From an optimization exercise on the open Yosys and OpenROAD flow, aimed at small area, a short achievable clock period and few clock cycles; shortcuts taken in it are not production practice.
Function was checked by simulation only, so behaviour that the tests miss may differ from the original.
Power and IR drop assume default switching activity.

File: flow/flow/run.sh
#!/bin/bash
# The standard layout, with repair_timing aiming for a larger setup slack
# than the 12 ns clock needs, so that the achieved period shrinks, and
# buf_4 cells as the port buffers.
set -euo pipefail
bash standard.sh SETUP_SLACK_MARGIN=8.0 "BUFFER_PORTS_ARGS=-buffer_cell sky130_fd_sc_hd__buf_4" finish > standard.log 2>&1
File: flow/standard.sh
#!/bin/bash
# synth_recipe.tcl (not shown) runs the flow's synth.tcl, then flattens the netlist and writes it again
# the make line also repeats each setting of config.mk as NAME=value (left out here)
make -C /OpenROAD-flow-scripts/flow DESIGN_CONFIG=/design/flow/config.mk WORK_HOME=/design/flow/orfs CLKGATE_MAP_FILE= SYNTH_SCRIPT=/design/flow/synth_recipe.tcl "${@:-finish}"
File: flow/config.mk
export PLATFORM = sky130hd
export DESIGN_NAME = Top
export DESIGN_NICKNAME = Top
export VERILOG_FILES = /design/flow/design.v
export SDC_FILE = /design/flow/constraint.sdc
export NUM_CORES = 4
export LEC_CHECK = 0
export CAP_MARGIN = 20
export CORE_MARGIN = 2
export CORE_UTILIZATION = 40
export CTS_BUF_LIST = sky130_fd_sc_hd__clkbuf_16
export CTS_CLUSTER_DIAMETER = 80
export CTS_CLUSTER_SIZE = 30
export PLACE_DENSITY = 0.75
export SLEW_MARGIN = 20
File: flow/constraint.sdc
create_clock -name core_clock -period 12.0 [get_ports {clk}]
set_input_delay 2.4000 -clock core_clock [delete_from_list [all_inputs] [get_ports {clk}]]
set_output_delay 2.4000 -clock core_clock [all_outputs]
set_load 0.01 [all_outputs]
File: flow/design.v
`timescale 1ps/1ps
module Top(pts,led,out,clk,IN,wr_en,wr_a,wr_b,wr_w);
 input [2:0]pts;
 input [3:0]IN;
 input clk;
 output reg led;
 output reg [2:0]out;
 input wr_en;
 input [2:0]wr_a,wr_b;
 input [5:0]wr_w;
 reg tk_inp,start,reset;
 reg st_d;
 always@(posedge clk)
 begin
     tk_inp<=IN[1];
     start<=IN[2];
     reset<=IN[3];
     st_d<=start;
 end
 reg [2:0]i_state,f_state;
 wire ld=IN[1]&&!tk_inp;
 wire ld_src=ld&&!IN[0];
 always@(posedge clk)
 begin
     if(ld_src)
       i_state<=pts;
     if(ld&&IN[0])
       f_state<=pts;
 end
 wire [2:0]src_n=ld_src?pts:i_state;
 reg [5:0]wt[27:0];
 function integer eidx(input integer i,input integer j);
   integer lo,hi;
   begin
     lo=(i<j)?i:j;
     hi=(i<j)?j:i;
     eidx=lo*7-(lo*(lo-1))/2+(hi-lo-1);
   end
 endfunction
 genvar gi,gj;
 generate
   for(gi=0;gi<8;gi=gi+1)
   begin:wi
     for(gj=gi+1;gj<8;gj=gj+1)
     begin:wj
       always@(posedge clk)
         if(wr_en&&((wr_a==gi&&wr_b==gj)||(wr_a==gj&&wr_b==gi)))
           wt[eidx(gi,gj)]<=wr_w;
     end
   end
 endgenerate
 reg [6:0]dt[7:0];
 reg [7:0]visited;
 reg [2:0]pred[7:0];
 reg relax,first;
 wire restart=wr_en||ld_src;
 function mle(input [6:0]x,input [6:0]y);
   integer b;
   reg l,e;
   begin
     l=1'b0;
     e=1'b1;
     for(b=5;b>=0;b=b-1)
     begin
       l=l|(e&~x[b]&y[b]);
       e=e&~(x[b]^y[b]);
     end
     mle=(l|e)^x[6]^y[6];
   end
 endfunction
 function kle(input [7:0]x,input [7:0]y);
   begin
     kle=x[7]?y[7]:(y[7]|mle(x[6:0],y[6:0]));
   end
 endfunction
 wire [7:0]key[7:0];
 generate
   for(gi=0;gi<8;gi=gi+1)
   begin:ky
     assign key[gi]={visited[gi],dt[gi]};
   end
 endgenerate
 wire [7:0]le[7:0];
 wire [7:0]sel;
 generate
   for(gi=0;gi<8;gi=gi+1)
   begin:cm
     for(gj=0;gj<8;gj=gj+1)
     begin:cj
       if(gj>gi) assign le[gi][gj]=kle(key[gi],key[gj]);
       else assign le[gi][gj]=1'b0;
     end
   end
   for(gi=0;gi<8;gi=gi+1)
   begin:sl
     wire [7:0]ok;
     for(gj=0;gj<8;gj=gj+1)
     begin:sc
       if(gj==gi) assign ok[gj]=!visited[gi];
       else if(gj>gi) assign ok[gj]=le[gi][gj];
       else assign ok[gj]=!le[gj][gi];
     end
     assign sel[gi]=&ok;
   end
 endgenerate
 wire any=!(&visited);
 reg [6:0]m07;
 integer q;
 always@(*)
 begin
     m07=7'd0;
     for(q=0;q<8;q=q+1)
       m07=m07|({7{sel[q]}}&dt[q]);
 end
 reg [7:0]sel_r;
 reg [6:0]dp;
 always@(posedge clk)
 begin
     if(restart)
     begin
         sel_r<=8'd1<<src_n;
         dp<=7'd0;
     end
     else
     begin
         sel_r<=sel;
         dp<=m07;
     end
 end
 wire [2:0]p={sel_r[4]|sel_r[5]|sel_r[6]|sel_r[7],sel_r[2]|sel_r[3]|sel_r[6]|sel_r[7],sel_r[1]|sel_r[3]|sel_r[5]|sel_r[7]};
 reg [5:0]wp[7:0];
 integer u,v;
 always@(*)
 begin
     for(v=0;v<8;v=v+1)
     begin
       wp[v]=6'd0;
       for(u=0;u<8;u=u+1)
         if(u!=v)
           wp[v]=wp[v]|({6{sel_r[u]}}&wt[eidx(u,v)]);
     end
 end
 wire [6:0]sum[7:0];
 wire [7:0]r_lt,r_le;
 generate
   for(gi=0;gi<8;gi=gi+1)
   begin:sm
     assign sum[gi]=dp+{1'b0,wp[gi]};
     wire lo=sum[gi][5:0]<dt[gi][5:0];
     assign r_lt[gi]=(sum[gi][6]==dt[gi][6])?lo:!lo;
     assign r_le[gi]=r_lt[gi]|(sum[gi]==dt[gi]);
   end
 endgenerate
 always@(posedge clk)
 begin
     if(restart)
     begin
         visited<=8'd1<<src_n;
         relax<=1'b1;
         first<=1'b1;
     end
     else if(!relax)
     begin
         visited<=visited|sel;
         relax<=any;
     end
     else
     begin
         relax<=1'b0;
         first<=1'b0;
     end
 end
 integer k;
 always@(posedge clk)
 begin
     if(relax)
       for(k=0;k<8;k=k+1)
         if(!visited[k])
         begin
           if(first||r_lt[k])
           begin
             dt[k]<=sum[k];
             pred[k]<=p;
           end
           else if(r_le[k]&&p<pred[k])
             pred[k]<=p;
         end
 end
 always@(posedge clk)
 begin
     if(IN[3]&&reset)
       led<=1'b0;
     else if(!IN[3]&&(visited[f_state]||(!relax&&sel[f_state])))
       led<=1'b1;
 end
 reg [2:0]cur;
 always@(posedge clk)
 begin
     if(reset)
       cur<=f_state;
     else if(start&&!st_d)
     begin
         out<=cur;
         if(cur!=i_state)
           cur<=pred[cur];
     end
 end
endmodule
==> results.toml, run 1 <==
[clocking]
cts-root-buf = "clkbuf_16"
holdBufCountCts = 0
cts_tree = "built"
htree_levels = 1
clkSinkCount = 290
max-clock-path-buffers = 3
clkTransAtPathRegs_ns = 0.11
numCtsBuffers = 14
clock_latency_ns = 0.54

[yosys]
ys_ff_latch = 290
ys_seq_area_share_pct = 44.6
syn_inst = 1749
yosysUniqueCellTypes = 93
yosys-top-cells-area = "edfxtp_1 (42%), ha_1 (9.2%), a22oi_1 (4.4%)"
mappedNetlistArea_sq_mm = 0.0189
async_reset_ff_share_pct = 0
synth_ff_type = "edfxtp_1"
yosysWarnings = 5
synth.net_count = 1918
synth_top_area_share_pct = 42.0
synth_area_leader_cell = "edfxtp_1"
synth_edf_count = 265
avgSynthCellArea_sq_um = 10.8

[placed_design]
gp_congestion = 0.995
post-place-ws_ns = 7.29
place.port_buffers = 24
hpwl_um = 46100

[detailed_routing]
drt_iter0_drc = 2897
drc = 0
first_pass_iters = 10
wl_per_cell_um = 27.6
ant_nets = 0
vias = 15727
routed_wl_um = 64500
viasPerCell = 6.73

[sta]
worst_pin_slew_ns = 1.13
hold_viol_final = 0
max_clock_freq_mhz = 250
fin_setup_tns_ns = 0
rsz0062_at_grt = "yes"
post-route-period-util_pct = 33.3
slew_viol_final = 0
relSlewSlack_pct = 24.5
setup_violations = 0
period_needed_ns = 4.00
skew_ns = 0.0546
layout_setup_ws_ns = 8.00

[layout]
drive_above_1_share_pct = 11.2
nets = 1891
syn_to_final_growth_pct = 8.49
fillers = 4250
antenna_cells = 0

[power_and_ir_drop]
p_per_area_mw_per_mm2 = 304
p_leak_nw = 7.69
ir_drop_v = 0.000134

[global_routing]
grt_pass1_vias = 14752
gr-usage-all-layers_pct = 24.8
grt_overflow = 0
grt_start_max_net_pins = 46
antenna_found_initial = 3
grt_pass1_wl_um = 93200

[worst_setup_path]
startpoint_type = "flip-flop"
crit_path_max_fanout = 9
critPathArrivalTime_ns = 4.27
worstSetupEndpointType = "flip-flop"
worst_ep_required_time_ns = 12.27
worstSetupPathType = "reg -> reg"

[job]
maxCapViolCount = 0

[floorplan]
die_h_um = 222
start_util_pct = 40.6
fp-row-count = 79
die_area_sq_mm = 0.0491
die_w_um = 222
ios = 25
core_area_sq_mm = 0.0467

[status]
status = "no timing/DRC/antenna violations"

[hold_path]
min_path_type = "reg -> reg"
cell usage in the layout (no fill, tap or decap), types with 27 or more instances in the layout:
cell type / count
nand2_1: 65
edfxtp_1: 265
buf_4: 53
a22oi_1: 110
inv_1: 110
nor2b_1: 36
nor2_1: 76
a21o_1: 41
xnor2_1: 68
xor2_1: 27
nand2b_1: 36
a222oi_1: 66
nand3_1: 72
a21oi_1: 66
ha_1: 136
o21ai_0: 43
through the flow:
step                      cells  power [W]  hold slack (ns)  instance area, sq um  util [%]
final                      2337    0.00624            0.371                 20600      44.1
after global routing       2337    0.00656            0.376                 20600      44.1
after CTS                  2312    0.00592            0.371                 20100      43.0
after detailed placement   2280    0.00530            0.360                 19400      41.7
after global placement     2280    0.00517            0.356                 19400      41.7
after floorplan            1749    0.00420            0.344                 18900         -
synthesized netlist by cell type, drive strengths merged (41+ instances only):
master	count
a21o	41
a21oi	76
a222oi	66
a22oi	110
buf	42
clkbuf	69
edfxtp	265
ha	140
inv	112
nand2	65
nand3	72
nor2	79
o21ai	52
xnor2	75
worst paths after layout:
kind,from,to,slack [ns],cells past startpoint
max,dt[2][5],visited[2],8.00,11
min,start,st_d,0.37,0
max reg2reg,dt[2][5],visited[2],8.00,11
min reg2reg,start,st_d,0.37,0
cell type report:
cell class	instances	area, sq um	share of cell area (%)
Clock buffer	14	350	1.70
Clock inverter	10	77.6	0.377
Inverter	117	443	2.15
Multi-Input combinational cell	1231	9750	47.5
Sequential cell	290	8470	41.2
Tap cell	607	759	3.70
Timing Repair Buffer	68	696	3.38
power by group:
part           total (W)  switching [W]  leakage [nW]  internal, W
Sequential       0.00192       0.000516          2.69      0.00140
Clock           0.000554       0.000328         0.226     0.000226
Combinational    0.00377        0.00224          4.78      0.00153
Total            0.00624        0.00309          7.69      0.00316
flip-flops by register name (all words and copies together), names as in the netlist, 3 cells and up:
register and flops:
wt 168, dt 56, pred 24, sel_r 8
visited 8, dp 7, cur 3, f_state 3
i_state 3, out 3
cell families after synthesis:
family | share of synthesized area [%]
compound gates | 21.3
xor+xnor | 4.80
fa+ha+maj | 10.8
simple gates | 12.0
flops | 44.6
mux | 1.27
buf+inv | 5.12
layer usage:
metal | global-route usage, % | up-vias | wire [um]
li1 | - | 6731 | -
met3 | 5.08 | 263 | 8540
met1 | 33.0 | 7477 | 23900
met2 | 38.3 | 1254 | 28000
met5 | 0 | - | 13
met4 | 12.7 | 2 | 4020
what timing repair did:
item | CTS | global route
pin swaps | 16 | 37
gates resized for setup | 41 | 52
hold endpoints to repair | 0 | 0
buffers inserted | 8 | 20
gates cloned | 0 | 5
setup endpoints to repair | 84 | 81
worst max-delay path, stage by stage (launching register included):
cell	delay, ns
edfxtp_1	0.51
inv_1	0.37
ha_1	0.33
and3b_1	0.19
a311o_1	0.34
and2_1	0.16
a2111oi_1	0.86
a311o_1	0.33
nor4_4	0.12
nand2_1	0.10
o21ai_0	0.22
a21o_1	0.23
Testbench counts, summed over its fixed seeds: cycles 4,371.
==> inputs of run 2 (changes only) <==
--- a/flow/config.mk
+++ b/flow/config.mk
@@ -9,3 +9,3 @@
 export CORE_MARGIN = 2
-export CORE_UTILIZATION = 40
+export CORE_UTILIZATION = 55
 export CTS_BUF_LIST = sky130_fd_sc_hd__clkbuf_16
@@ -13,3 +13,2 @@
 export CTS_CLUSTER_SIZE = 30
-export PLACE_DENSITY = 0.75
 export SLEW_MARGIN = 20
==> results.toml, run 2 <==
[sta]
period_needed_ns = 3.97
hold_viol_final = 0
skew_ns = 0.0395
post-route-period-util_pct = 33.1
setup_violations = 0
rsz0062_at_grt = "yes"
relSlewSlack_pct = 22.5
worst_pin_slew_ns = 1.16
fin_setup_tns_ns = 0
max_clock_freq_mhz = 252
slew_viol_final = 0

[power_and_ir_drop]
pwr-share-comb_pct = 58.4
p_per_area_mw_per_mm2 = 309
swShare_pct = 49.1
power.total_w = 0.00634
ir_drop_v = 0.000156
power_switching_w = 0.00311
p_int_w = 0.00323
seqPwrFrac_pct = 30.2
p_leak_nw = 7.78
clkPwrFrac_pct = 11.4

[worst_setup_path]
endpoint = "pred[2][2]"
worstSetupEndpointType = "flip-flop"
worstReg2RegStart = "sel_r[0]"
crit_chain = "buf_12 > a222oi_1 > nand3_2 > ha_4 > inv_1 > nor2_2 > nor2_4 > xnor2_4 > ha_1 > a21o_1 > a21oi_1 > o21ai_1 > xnor2_1 > o21a_2 > or2_2"
r2r_cells = 15
crit_path_start = "sel_r[0]"
critPathArrivalTime_ns = 4.29
worstSetupPathType = "reg -> reg"
critPathSlowestCell = "a222oi_1"
crit_path_max_fanout = 42
startpoint_type = "flip-flop"
cp_slowest_stage_delay_ns = 0.62
path_delay_family = "compound AO/OA/AOI/OAI gates"
path_depth = 15
r2r_slack_ns = 8.03
r2r_end = "pred[2][2]"
worst_ep_required_time_ns = 12.32
crit_buf_inv = 2

[layout]
layout_common_cells = "edfxtp_1 (265), ha_1 (136), a22oi_1 (110), inv_1 (106), nor2_1 (74)"
largestRegisters = "wt: 168 flops, dt: 56 flops, pred: 24 flops"
nets = 1897
largest_register_ffs = 168
mostFrequentLayoutCell = "edfxtp_1"
fillers = 2787
fin_cells = 2187
top_register = "wt"
drive_above_1_share_pct = 12.0
syn_to_final_growth_pct = 8.40
antenna_cells = 0

[yosys]
async_reset_ff_share_pct = 0
synth_edf_count = 265
yosys-top-cells-area = "edfxtp_1 (42%), ha_1 (9.2%), a22oi_1 (4.4%)"
syn_inst = 1749
yosysMostFrequentCell = "edfxtp_1"
avgSynthCellArea_sq_um = 10.8
yosysUniqueCellTypes = 93
ys_seq_area_share_pct = 44.6
synth.net_count = 1918
mappedNetlistArea_sq_mm = 0.0189
synth_common_cells = "edfxtp_1 (265), ha_1 (140), a22oi_1 (110)"
synth_top_area_share_pct = 42.0
ys_ff_latch = 290
synth_ff_type = "edfxtp_1"
yosysWarnings = 5
synth_area_leader_cell = "edfxtp_1"

[hold_path]
min_path_type = "reg -> reg"
hp-start = "start"
holdPathStages = 0

[global_routing]
antenna_found_initial = 2
gr-usage-all-layers_pct = 36.5
grt_pass1_vias = 14749
grt_start_max_net_pins = 46
grt_overflow = 0
grt_pass1_wl_um = 96700

[detailed_routing]
first_pass_iters = 9
drt_iter0_drc = 2327
ant_nets = 0
routed_wl_um = 65700
drc = 0
vias = 15375
viasPerCell = 7.03
wl_per_cell_um = 30.0

[placed_design]
hpwl_um = 48700
place.port_buffers = 24
placedCellCount = 2124
gp_congestion = 0.984

[floorplan]
ios = 25
die_w_um = 190
die_area_sq_mm = 0.0359
start_util_pct = 56.2
core_area_sq_mm = 0.0337
fp-row-count = 67
die_h_um = 190

[clocking]
htree_levels = 1
clock_latency_ns = 0.56
numCtsBuffers = 18
clkSinkCount = 290
max-clock-path-buffers = 3
cts-root-buf = "clkbuf_16"
cts_tree = "built"
clkTransAtPathRegs_ns = 0.11

[status]
status = "no timing/DRC/antenna violations"

[job]
maxCapViolCount = 0
## run 2: how the worst min path moves through the flow
stage               slack [ns]   end
finish                    0.38  st_d
global route              0.40  st_d
CTS                       0.37  st_d
detailed placement        0.36  st_d
global placement          0.36  st_d
floorplan                 0.34  st_d
## run 2: cell families after synthesis
family / count (synthesis) / synth area share [%]
AOI/OAI and AO/OA: 539 / 21.3
xor gates and xnor gates: 103 / 4.80
adders and majority gates: 161 / 10.8
buffers and inverters: 228 / 5.12
DFF: 290 / 44.6
muxes: 16 / 1.27
and+or+nand+nor: 412 / 12.0
## run 2: stage by stage
step	hold slack [ns]	instance area (sq um)	util (%)	setup WS, ns
floorplan	0.344	18900	-	8.05
global placement	0.357	19300	57.2	7.31
detailed placement	0.357	19300	57.2	7.29
CTS	0.374	20100	59.7	8.00
global route	0.400	20500	60.9	7.96
finish	0.377	20500	60.9	8.03
## run 2: layer usage
metal	wire length [um]	up-vias	GRT usage, %
met1	25200	7426	47.0
met2	30600	976	60.2
met5	8	-	0
met3	5430	231	4.83
met4	4450	2	19.6
li1	-	6740	-
## run 2: area by class of cell
class | count | area (sq um) | area share [%]
Timing Repair Buffer | 70 | 612 | 2.98
Multi-Input combinational cell | 1231 | 9760 | 47.5
Clock inverter | 13 | 235 | 1.15
Inverter | 117 | 450 | 2.19
Sequential cell | 290 | 8460 | 41.2
Tap cell | 448 | 561 | 2.73
Clock buffer | 18 | 450 | 2.19
## run 2: worst reg2reg max path, delay by kind of cell, from the launching register on
kind            cells  cell delay [ns]
flops               1             0.38
simple gates        4             0.88
xor+xnor            2             0.34
buf+inv             2             0.24
fa+ha+maj           2             0.65
compound gates      5             1.26
## run 2: power groups by stage
stage	clock, W	combinational, W	sequential, W
CTS	0.000729	0.00348	0.00188
finish	0.000722	0.00370	0.00191
global route	0.000768	0.00402	0.00193
detailed placement	0	0.00340	0.00190
global placement	0	0.00333	0.00190
floorplan	0	0.00269	0.00151
## run 2: repair_timing
| action | 4_1_cts | 5_1_grt |
|---|---|---|
| gates resized for setup | 28 | 55 |
| buffers inserted | 7 | 24 |
| gates cloned | 0 | 1 |
| hold buffers | 0 | 0 |
| setup endpoints to repair | 73 | 84 |
| pin swaps | 12 | 32 |
| hold endpoints to repair | 0 | 0 |
==> inputs of run 3 (changes only) <==
--- a/flow/flow/run.sh
+++ b/flow/flow/run.sh
@@ -5,2 +5,2 @@
 set -euo pipefail
-bash standard.sh SETUP_SLACK_MARGIN=8.0 "BUFFER_PORTS_ARGS=-buffer_cell sky130_fd_sc_hd__buf_4" finish > standard.log 2>&1
+bash standard.sh SETUP_SLACK_MARGIN=8.5 "BUFFER_PORTS_ARGS=-buffer_cell sky130_fd_sc_hd__buf_4" finish > standard.log 2>&1
--- a/flow/config.mk
+++ b/flow/config.mk
@@ -9,3 +9,3 @@
 export CORE_MARGIN = 2
-export CORE_UTILIZATION = 55
+export CORE_UTILIZATION = 40
 export CTS_BUF_LIST = sky130_fd_sc_hd__clkbuf_16
==> results.toml, run 3 <==
[clocking]
clkSinkCount = 290
holdBufCountCts = 0
clock_latency_ns = 0.54
cts_tree = "built"
clkTransAtPathRegs_ns = 0.12
max-clock-path-buffers = 3
cts-root-buf = "clkbuf_16"
numCtsBuffers = 16
htree_levels = 1

[power_and_ir_drop]
power_switching_w = 0.00331
p_int_w = 0.00362
swShare_pct = 47.7
p_leak_nw = 8.58
p_per_area_mw_per_mm2 = 308
clkPwrFrac_pct = 9.2
ir_drop_v = 0.000137
pwr-share-comb_pct = 64.8
seqPwrFrac_pct = 25.9

[detailed_routing]
wl_per_cell_um = 27.9
vias = 16072
ant_nets = 0
routed_wl_um = 68800
first_pass_iters = 12
drc = 0
drt_iter0_drc = 2878
viasPerCell = 6.53

[floorplan]
die_w_um = 222
die_area_sq_mm = 0.0491
ios = 25
die_h_um = 222
fp-row-count = 79
start_util_pct = 40.6
core_area_sq_mm = 0.0467

[worst_setup_path]
cp_slowest_stage_delay_ns = 0.42
crit_path_max_fanout = 6
worstReg2RegStart = "sel_r[0]"
r2r_end = "pred[7][2]"
path_common_cell = "a21o_1"
crit_chain = "buf_12 > a222oi_1 > nand3_1 > ha_1 > a21o_1 > a21oi_2 > buf_4 > xnor2_1 > ha_1 > a21o_1 > a21o_1 > a211oi_4 > xnor2_2 > a21boi_4 > o21bai_4"
critPathSlowestCell = "dfxtp_4"
crit_path_start = "sel_r[0]"
r2r_cells = 15
worstSetupPathType = "reg -> reg"
endpoint = "pred[7][2]"
critPathArrivalTime_ns = 4.14
r2r_slack_ns = 8.12
worst_ep_required_time_ns = 12.26
worstSetupEndpointType = "flip-flop"
startpoint_type = "flip-flop"

[layout]
mostFrequentLayoutCell = "edfxtp_1"
largestRegisters = "wt: 168 flops, dt: 56 flops, pred: 24 flops"
syn_to_final_growth_pct = 18.8
drive_above_1_share_pct = 23.7
fin_area_sq_mm = 0.0225
nets = 2013
largest_register_ffs = 168
seq_area_sq_mm = 0.00848
multi_input_area_sq_mm = 0.0104
fillers = 4178
top_register = "wt"
layout_common_cells = "edfxtp_1 (265), buf_4 (149), ha_1 (123), a22oi_1 (107), inv_1 (102)"
fin_cells = 2462

[global_routing]
antenna_found_initial = 0
grt_overflow = 0
grt_pass1_wl_um = 99800
grt_start_max_net_pins = 46
gr-usage-all-layers_pct = 27.1
grt_pass1_vias = 15082

[sta]
relSlewSlack_pct = 43.7
slew_viol_final = 0
max_clock_freq_mhz = 258
fin_setup_tns_ns = 0
setup_violations = 0
hold_viol_final = 0
skew_ns = 0.0478
fin_hold_ws_ns = 0.380
rsz0062_at_grt = "yes"
worst_pin_slew_ns = 0.836
period_needed_ns = 3.88
post-route-period-util_pct = 32.4

[status]
status = "no timing/DRC/antenna violations"

[yosys]
syn_inst = 1749
yosysWarnings = 5
async_reset_ff_share_pct = 0
yosysUniqueCellTypes = 93
ys_seq_area_share_pct = 44.6
synth_ff_type = "edfxtp_1"
ys_ff_latch = 290
synth.net_count = 1918
avgSynthCellArea_sq_um = 10.8
yosys-top-cells-area = "edfxtp_1 (42%), ha_1 (9.2%), a22oi_1 (4.4%)"
yosysMostFrequentCell = "edfxtp_1"
mappedNetlistArea_sq_mm = 0.0189
synth_edf_count = 265
synth_area_leader_cell = "edfxtp_1"
synth_top_area_share_pct = 42.0
synth_common_cells = "edfxtp_1 (265), ha_1 (140), a22oi_1 (110)"

[placed_design]
gp_congestion = 1.02
hpwl_um = 48600
placedCellCount = 2284
place.port_buffers = 24
place_area_sq_mm = 0.0198

[hold_path]
holdPathStages = 0
min_path_type = "reg -> reg"

[job]
maxCapViolCount = 0
run 3: cell counts after synthesis:
Identical to the previous run, type by type.
run 3: through the flow:
step,total power [W],util [%],worst slack [ns]
2_1_floorplan,0.00430,-,8.32
3_3_place_gp,0.00530,42.4,7.55
3_5_place_dp,0.00538,42.4,7.55
4_1_cts,0.00648,46.3,8.17
5_1_grt,0.00732,48.3,7.95
6_report,0.00693,48.3,8.12
run 3: final cells by class:
type	instances	share of cell area, %
inverter	117	2.04
clock inverter	11	0.556
sequential	290	37.7
tap	607	3.37
multi-input combinational	1232	46.3
clock buffer	17	1.89
antenna	1	0.0111
timing repair buffer	187	8.14
run 3: how the worst min path moves through the flow:
stage               start  slack (ns)  endpoint
finish              start        0.38      st_d
global route        start        0.39      st_d
CTS                 start        0.38      st_d
detailed placement  start        0.36      st_d
global placement    start        0.36      st_d
floorplan           start        0.34      st_d
run 3: what timing repair did:
action,4_1_cts,5_1_grt
pin swaps,105,77
buffers inserted,66,72
setup endpoints to repair,103,107
cloned,9,2
gates resized for setup,104,66
run 3: logic make-up (layout without fill, tap and decap cells):
family | Yosys count | in the layout | synth area share, %
muxes | 16 | 16 | 1.27
DFF | 290 | 290 | 44.6
and+or+nand+nor | 412 | 413 | 12.0
xor gates and xnor gates | 103 | 103 | 4.80
other | 0 | 1 | 0
AOI/OAI and AO/OA | 539 | 539 | 21.3
adders and majority gates | 161 | 161 | 10.8
buffers and inverters | 228 | 332 | 5.12
run 3: metal layers:
metal	share of wire, %	routed length [um]	track usage (%)
met5	0	0	0
met4	6.6	4550	14.8
met3	8.9	6130	4.21
met2	44	30500	42.6
met1	40	27600	35.8
run 3: power groups by stage:
stage	clock network [W]	logic [W]	registers, W
final	0.000640	0.00449	0.00180
after CTS	0.000650	0.00398	0.00185
after global placement	0	0.00342	0.00188
after global routing	0.000690	0.00482	0.00181
after floorplan	0	0.00279	0.00151
after detailed placement	0	0.00350	0.00188
run 3: critical path, delay by kind of cell, from the launching register on:
family | cells | cell delay (ns)
AOI/OAI and AO/OA | 8 | 1.65
adders and majority gates | 2 | 0.63
xor gates and xnor gates | 2 | 0.42
buffers and inverters | 2 | 0.29
and+or+nand+nor | 1 | 0.18
DFF | 1 | 0.42
==> inputs of run 4 (changes only) <==
--- a/flow/flow/run.sh
+++ b/flow/flow/run.sh
@@ -5,2 +5,2 @@
 set -euo pipefail
-bash standard.sh SETUP_SLACK_MARGIN=8.5 "BUFFER_PORTS_ARGS=-buffer_cell sky130_fd_sc_hd__buf_4" finish > standard.log 2>&1
+bash standard.sh SETUP_SLACK_MARGIN=7.7 "BUFFER_PORTS_ARGS=-buffer_cell sky130_fd_sc_hd__buf_4" finish > standard.log 2>&1
==> results.toml, run 4 <==
[status]
status = "no timing/DRC/antenna violations"

[floorplan]
die_h_um = 222
ios = 25
core_area_sq_mm = 0.0467
die_area_sq_mm = 0.0491
die_w_um = 222
fp-row-count = 79
start_util_pct = 40.6

[yosys]
syn_inst = 1749
synth.net_count = 1918
yosysMostFrequentCell = "edfxtp_1"
synth_top_area_share_pct = 42.0
ys_seq_area_share_pct = 44.6
synth_common_cells = "edfxtp_1 (265), ha_1 (140), a22oi_1 (110)"
yosys-top-cells-area = "edfxtp_1 (42%), ha_1 (9.2%), a22oi_1 (4.4%)"
synth_edf_count = 265
async_reset_ff_share_pct = 0
synth_ff_type = "edfxtp_1"
yosysUniqueCellTypes = 93
avgSynthCellArea_sq_um = 10.8
ys_ff_latch = 290
synth_area_leader_cell = "edfxtp_1"
mappedNetlistArea_sq_mm = 0.0189
yosysWarnings = 5

[worst_setup_path]
worstSetupEndpointType = "flip-flop"
crit_path_max_fanout = 44
worst_ep_required_time_ns = 12.28
r2r_end = "pred[0][2]"
critPathArrivalTime_ns = 4.41
worstReg2RegStart = "sel_r[3]"
r2r_cells = 16
r2r_slack_ns = 7.87
worstSetupPathType = "reg -> reg"
startpoint_type = "flip-flop"

[global_routing]
grt_start_max_net_pins = 46
grt_overflow = 0
grt_pass1_wl_um = 95200
antenna_found_initial = 1
grt_pass1_vias = 14271
gr-usage-all-layers_pct = 25.9

[power_and_ir_drop]
swShare_pct = 49.1
seqPwrFrac_pct = 30.4
p_per_area_mw_per_mm2 = 305
p_leak_nw = 7.65
p_int_w = 0.00317
pwr-share-comb_pct = 57.8
clkPwrFrac_pct = 11.8
power_switching_w = 0.00305
power.total_w = 0.00622
ir_drop_v = 0.000159

[sta]
layout_setup_ws_ns = 7.87
rsz0062_at_grt = "yes"
worst_pin_slew_ns = 1.17
max_clock_freq_mhz = 242
post-route-period-util_pct = 34.4
slew_viol_final = 0
hold_viol_final = 0
fin_setup_tns_ns = 0
fin_hold_ws_ns = 0.387
relSlewSlack_pct = 21.8
setup_violations = 0
skew_ns = 0.0269
period_needed_ns = 4.13

[layout]
drive_above_1_share_pct = 9.08
nets = 1876
mostFrequentLayoutCell = "edfxtp_1"
top_register = "wt"
syn_to_final_growth_pct = 7.60
largestRegisters = "wt: 168 flops, dt: 56 flops, pred: 24 flops"
fillers = 4367
fin_cells = 2328
largest_register_ffs = 168
layout_common_cells = "edfxtp_1 (265), ha_1 (138), a22oi_1 (110), inv_1 (109), nor2_1 (76)"

[placed_design]
place.port_buffers = 24
post-place-ws_ns = 7.08
placedCellCount = 2283
hpwl_um = 48500
gp_congestion = 1.02

[detailed_routing]
drt_iter0_drc = 2764
vias = 15240
viasPerCell = 6.55
first_pass_iters = 8
drc = 0
ant_nets = 0
wl_per_cell_um = 28.2
routed_wl_um = 65600

[clocking]
htree_levels = 1
clkSinkCount = 290
cts-root-buf = "clkbuf_16"
clock_latency_ns = 0.54
clkTransAtPathRegs_ns = 0.10
max-clock-path-buffers = 3
cts_tree = "built"
numCtsBuffers = 18
holdBufCountCts = 0

[job]
maxCapViolCount = 0

[hold_path]
holdPathStages = 0
min_path_type = "reg -> reg"
holdPathEnd = "st_d"
hp-start = "start"
==> run 4: logic make-up after synthesis <==
| family | synth area share (%) |
|---|---|
| and+or+nand+nor | 12.0 |
| adders and majority gates | 10.8 |
| buffers and inverters | 5.12 |
| DFF | 44.6 |
| muxes | 1.27 |
| xor gates and xnor gates | 4.80 |
| AOI/OAI and AO/OA | 21.3 |
==> run 4: stage by stage <==
stage               area, sq um  utilization (%)
floorplan                 18900                -
global placement          19500             41.7
detailed placement        19500             41.7
CTS                       20200             43.3
global route              20400             43.7
finish                    20400             43.7
==> run 4: worst max-delay path, cell delays in order (launching register included) <==
cell and delay [ns]:
dfxtp_1 0.33, buf_6 0.21, a222oi_1 0.37, nand3_1 0.23, ha_2 0.26, fa_1 0.45, a21oi_1 0.17, nor2_1 0.07
nor2_2 0.19, xnor2_2 0.16, ha_1 0.28, a21o_1 0.16, a21oi_1 0.15, o21ai_0 0.13, xnor2_1 0.16, o21a_2 0.22
or2_2 0.34
==> run 4: how the worst max path moves through the flow <==
stage,startpoint,endpoint,slack (ns),cells past startpoint
after floorplan,sel_r[4],pred[3][0],7.84,15
after global placement,sel_r[4],pred[3][0],7.14,14
after detailed placement,sel_r[4],pred[3][0],7.08,15
after CTS,sel_r[2],pred[5][0],7.71,15
after global routing,sel_r[0],pred[7][0],7.65,17
final,sel_r[3],pred[0][2],7.87,16
==> run 4: per-layer routing <==
metal  global-route usage [%]  share of wire (%)
met2                     41.4                 45
met5                        0                  0
met3                     4.21                9.0
met1                     34.8                 41
met4                     10.8                4.8
==> run 4: power by group through the flow <==
| stage | combinational (W) | clock (W) | sequential, W |
|---|---|---|---|
| after floorplan | 0.00269 | 0 | 0.00151 |
| after global placement | 0.00335 | 0 | 0.00188 |
| after detailed placement | 0.00342 | 0 | 0.00189 |
| after CTS | 0.00347 | 0.000746 | 0.00187 |
| after global routing | 0.00388 | 0.000782 | 0.00190 |
| final | 0.00359 | 0.000733 | 0.00189 |
==> run 4: area by class of cell <==
type | instances | area, sq um | area share, %
Inverter | 117 | 439 | 2.15
Clock inverter | 13 | 219 | 1.07
Multi-Input combinational cell | 1231 | 9630 | 47.2
Sequential cell | 290 | 8460 | 41.5
Timing Repair Buffer | 49 | 400 | 1.96
Clock buffer | 19 | 475 | 2.33
Antenna cell | 2 | 5.00 | 0.0246
Tap cell | 607 | 759 | 3.73
==> run 4: repair_timing <==
action / in CTS / in global routing
gates resized for setup: 16 / 22
buffers inserted: 2 / 9
pin swaps: 3 / 14
endpoints found under the setup margin: 45 / 57
cloned: 0 / 0
hold endpoints to repair: 0 / 0

-- afterwards: timing with drivers on the ports --
In the flow no input, the clock included, has a driving cell. The finished layouts below were timed again as built, in two steps.
Step 1 sets driving cells, clkbuf_16 on the clock port and buf_2 on the other inputs (assumed; they add their load-dependent delay and slew).
Step 2 adds t to the input delays and takes it off the output delays; t is the mean of the earliest and latest rising clock arrival at the registers after step 1. Input paths then give back, and output paths get back, about the clock's delay inside the block.
Slacks: ideal ports / drivers / drivers and shift; pairs: ideal ports / drivers.
| run | t (ns) | slack for setup (ns) | cell pins on the clock port's net |
|---|---|---|---|
| run 1 | 0.567 | 8.002 / 8.002 / 7.581 | 1 |
| run 2 | 0.597 | 8.028 / 8.028 / 7.599 | 1 |
| run 3 | 0.575 | 8.118 / 8.118 / 7.985 | 1 |
| run 4 | 0.582 | 7.867 / 7.867 / 7.324 | 1 |
After both steps every run listed still meets setup and hold. The setup slack of run 4, which loses most, moves by 0.000 ns with the drivers and by -0.543 ns with both steps.
